Background: an optimization exercise with open tools, aiming at small area. Do not read the settings as production practice.
Only simulation tests tie the RTL to the original design; equivalence was not proved.
Power figures rest on the tool's default switching activity, not on a simulated workload.

==> build 46: inputs <==
==> flow/design.v (excerpt) <==
module npu_core (
    input  wire                  start,
    input  wire [31:0]    kernel_baseaddr,
    input  wire [31:0]    feature_baseaddr,
    input  wire [31:0]    output_baseaddr,
    input  wire [31:0]    feature_width,
    input  wire [31:0]    feature_height,
    input  wire [31:0]    feature_chin,
    input  wire [31:0]    feature_chout,
    input  wire [31:0]    output_width,
    input  wire [31:0]    output_height,
    input  wire [7:0]            kernel_size,
    input  wire [7:0]            stride,
    input  wire                  has_bias,
    input  wire                  has_relu,
    input  wire                  conv_mode,
    output wire                  busy,
    output wire [14:0] fram_raddr,
    input  wire [31:0]      fram_rdata,
    output wire [14:0] fram_waddr,
    output wire [31:0]      fram_wdata,
    output wire                    fram_we,
    output wire [9:0]     kram_raddr,
    output wire                            kram_slot,
    input  wire [8*32-1:0]  kram_rdata,
    output wire                  compute_done,
    output wire                  exception,
    input  wire                  clk,
    input  wire                  rst_n
);
export LEC_CHECK = 0
export CAP_MARGIN = 20
export CORE_MARGIN = 2
export CORE_UTILIZATION = 40
export CTS_CLUSTER_DIAMETER = 80
export CTS_CLUSTER_SIZE = 35
export PLACE_DENSITY = 0.6
export SLEW_MARGIN = 20
export SYNTH_HIERARCHICAL = 1
create_clock -name core_clock -period 13.0 [get_ports {clk}]
standard.sh (not shown) runs the stock make flow with config.mk's settings and CLKGATE_MAP_FILE= SYNTH_SCRIPT=/design/flow/synth_recipe.tcl, a recipe that flattens the netlist after the stock synthesis.
==> flow/flow/run.sh <==
#!/bin/bash
# The standard layout (standard.sh: the standard flow's own ORFS run, standard synthesis
# included), with two changes made through ORFS's own variables:
# * the port buffers are the smallest buffer cell (every port still gets one);
# * the floorplan step drops synthesis buffers instead of upsizing cells on
#   unplaced timing.
# Each tool's output is in orfs/logs/; make's own output goes to standard.log.
export BUFFER_PORTS_ARGS="-buffer_cell sky130_fd_sc_hd__buf_1"
export REMOVE_ABC_BUFFERS=1
bash standard.sh > standard.log 2>&1
==> build 59: changes against build 46 <==
--- a/flow/design.v
+++ b/flow/design.v
@@ -2804,14 +2804,36 @@
     generate
         for (i = 1; i < W; i = i + 1) begin : bits
             gxnor ux (.a(a[i]), .b(c[i]), .y(s[i]));
             gor   uo (.a(a[i]), .b(c[i]), .y(c[i+1]));
         end
     endgenerate
 endmodule
+module add3p1_rc #(parameter W = 15, parameter N = 10) (
+    input  [W-1:0] a,
+    input  [N-1:0] b,
+    input  [W-1:0] c,
+    output [W-1:0] s
+);
+    wire [W-1:0] u;
+    wire [W:0]   v;
+    genvar i;
+    generate
+        for (i = 0; i < W; i = i + 1) begin : csa
+            if (i < N) begin : f
+                fa u_fa (.a(a[i]), .b(b[i]), .c(c[i]), .s(u[i]), .co(v[i+1]));
+            end
+            else begin : h
+                ha u_ha (.a(a[i]), .b(c[i]), .s(u[i]), .co(v[i+1]));
+            end
+        end
+    endgenerate
+    assign v[0] = 1'b1;
+    add_rc #(.W(W), .N(W)) u_add (.a(u), .b(v[W-1:0]), .ci(1'b0), .s(s));
+endmodule
 `timescale 1ns/1ps
 module npu_core (
     input  wire                  start,
     input  wire [31:0]    kernel_baseaddr,
     input  wire [31:0]    feature_baseaddr,
     input  wire [31:0]    output_baseaddr,
     input  wire [31:0]    feature_width,
@@ -2866,15 +2888,15 @@
 reg [14:0] c_sfw;                 
 reg        m2, m3;                
 wire [14:0] mu_y;
 wire        mu_c1 = ig_init;
 mul_unit u_mul (
     .a (mu_c1 ? c_choff[10:0] : c_sfw[10:0]),
     .b (mu_c1 ? c_dcm1[10:0] : m2 ? {1'b0, ey} : {7'd0, c_s}),
-    .r (m2 ? {5'd0, c_fwk} : 15'd0),
+    .r (m2 ? {5'd0, c_fwk} : m3 ? ~{5'd0, c_fwk} : 15'd0),
     .y (mu_y)
 );
 always @(posedge clk) begin
     if (start_acc) begin
         c_s     <= stride[3:0];
         c_kw    <= kernel_size[3:0];
         c_kh    <= kh_in;
@@ -2890,36 +2912,34 @@
     else if (mu_c1) c_choff <= mu_y;
     if (start_acc)  c_dcm1  <= {4'd0, output_height[10:0]};
     else if (m2)    c_dcm1  <= mu_y;
     if (start_acc)  c_sfw   <= {4'd0, feature_width[10:0]};
     else if (m3)    c_sfw   <= mu_y;
 end
 reg [9:0]  ex, ey;
-reg [14:0] f_win, f_row;
+reg [14:0] f_win;
 wire [9:0]  exs, eys;
 wire        wrapx, wrapy;
 sub_rc #(.W(10), .N(4)) u_exs (.a(ex), .b(c_s), .s(exs), .nb(wrapx));
 sub_rc #(.W(10), .N(4)) u_eys (.a(ey), .b(c_s), .s(eys), .nb(wrapy));
 wire conv_done = wrapx & wrapy;
 wire [14:0] fwin_s, frow_s;
-add_rc #(.W(15), .N(4))  u_fwin (.a(f_win), .b(c_s),   .ci(1'b0), .s(fwin_s));
-add_rc #(.W(15), .N(15)) u_frow (.a(f_row), .b(c_sfw), .ci(1'b0), .s(frow_s));
+add_rc #(.W(15), .N(4)) u_fwin (.a(f_win), .b(c_s), .ci(1'b0), .s(fwin_s));
+add3p1_rc #(.W(15), .N(10)) u_frow (.a(f_win), .b(ex), .c(c_sfw), .s(frow_s));
 always @(posedge clk) begin
     if (start_acc) begin
         ex    <= fwk_in;
         ey    <= ey0_in;
         f_win <= feature_baseaddr[16:2];
-        f_row <= feature_baseaddr[16:2];
     end
     else if (d_flush) begin
         if (wrapx) begin
             ex    <= c_fwk;
             ey    <= eys;
             f_win <= frow_s;
-            f_row <= frow_s;
         end
         else begin
             ex    <= exs;
             f_win <= fwin_s;
         end
     end
 end
@@ -3099,21 +3119,27 @@
         wa      <= wbc;
         choff_w <= c_choff;
         relu_w  <= c_relu;
     end
     else if (we) begin
         wa <= wa_s;
     end
-    if (cnt == 4'd3)
-        dout <= acc[0];
-    else if (cnt == 4'd4)
-        dout <= acc[1];
-    else
-        dout <= wbuf[0];
 end
+wire dsel0 = (cnt == 4'd3);
+wire dsel1 = (cnt == 4'd4);
+wire dselb = ~(dsel0 | dsel1);
+genvar dk;
+generate
+    for (dk = 0; dk < 32; dk = dk + 1) begin : dmux
+        wire t, d;
+        ga22o u_a (.a1(dsel0), .a2(acc[0][dk]), .b1(dsel1), .b2(acc[1][dk]), .y(t));
+        ga21o u_b (.a1(dselb), .a2(wbuf[0][dk]), .b1(t), .y(d));
+        always @(posedge clk) dout[dk] <= d;
+    end
+endgenerate
 wire wb_ld  = (cnt == 4'd4);
 wire wb_ldn = ~wb_ld;
 genvar bj, bk;
 generate
     for (bj = 0; bj < 5; bj = bj + 1) begin : wbs
         for (bk = 0; bk < 32; bk = bk + 1) begin : b
             wire d;
- CORE_UTILIZATION: 40 -> 50
- PLACE_DENSITY: 0.6 -> 0.65
==> qor summary <==
	build 59	build 46
HP Start	acc[7][27]	acc[7][8]
Multi-input logic portion of the cell area	75.1%	74.2%
Worst slew pin tran	1240 ps	1230 ps
Latest clock arrival within the worst-skew pair	800 ps	770 ps
Power dissipated by switching net loads	20.8 mW	20.9 mW
Post-placement setup slack	1770 ps	1830 ps
Met2 Track Usage GR	61.6%	51.0%
CP arrival	11630 ps	11210 ps
Critical path capture point	acc[6][23]	acc[1][31]
Tapcell count	2821	3533
Sink of the worst hold path	wbuf[5][27]	wbuf[5][8]
Reg-to-reg critical path endpoint	acc[6][23]	acc[1][31]
First-pass GRT wire length	696000 um	706000 um
Combinational Power	34.3 mW	34.4 mW
Run status	no timing/DRC/antenna violations	no timing/DRC/antenna violations
DR iter-0 viols	16283	14055
Post-placement cell count	13172	13930
DR WL met3	70400 um	69600 um
CTS H-Tree Depth	2	3
Maximum number of pins on one net before global-route repair	161	126
Clock Sinks	738	753
Design Power	41.7 mW	42.1 mW
Grt met1 use	54.6%	44.9%

separate check: timing with driven ports:
The results above use ideal ports. As a check the final layouts listed here were re-extracted and re-timed, cells and wires unchanged. Step 1 assumes that a clkbuf_16 drives the clock port and a buf_2 every other input. Step 2 times the ports against the registers' clock, not the clock port: input delays grow and output delays shrink by t, the midpoint of the rising clock arrivals with the driver on. Three values: ideal ports, drivers, drivers and shift; two values: the first two.
run	shift t [ns]	setup slack, ns	clock arrival spread, ns
build 46	0.827	2.371 / 2.433 / 1.607	0.061 / 0.061
build 59	0.869	2.057 / 2.124 / 1.255	0.056 / 0.056
After both steps setup and hold are still met in every run listed. The setup slack of build 59, which loses most, moves by +0.067 ns with the drivers and by -0.802 ns with both steps.
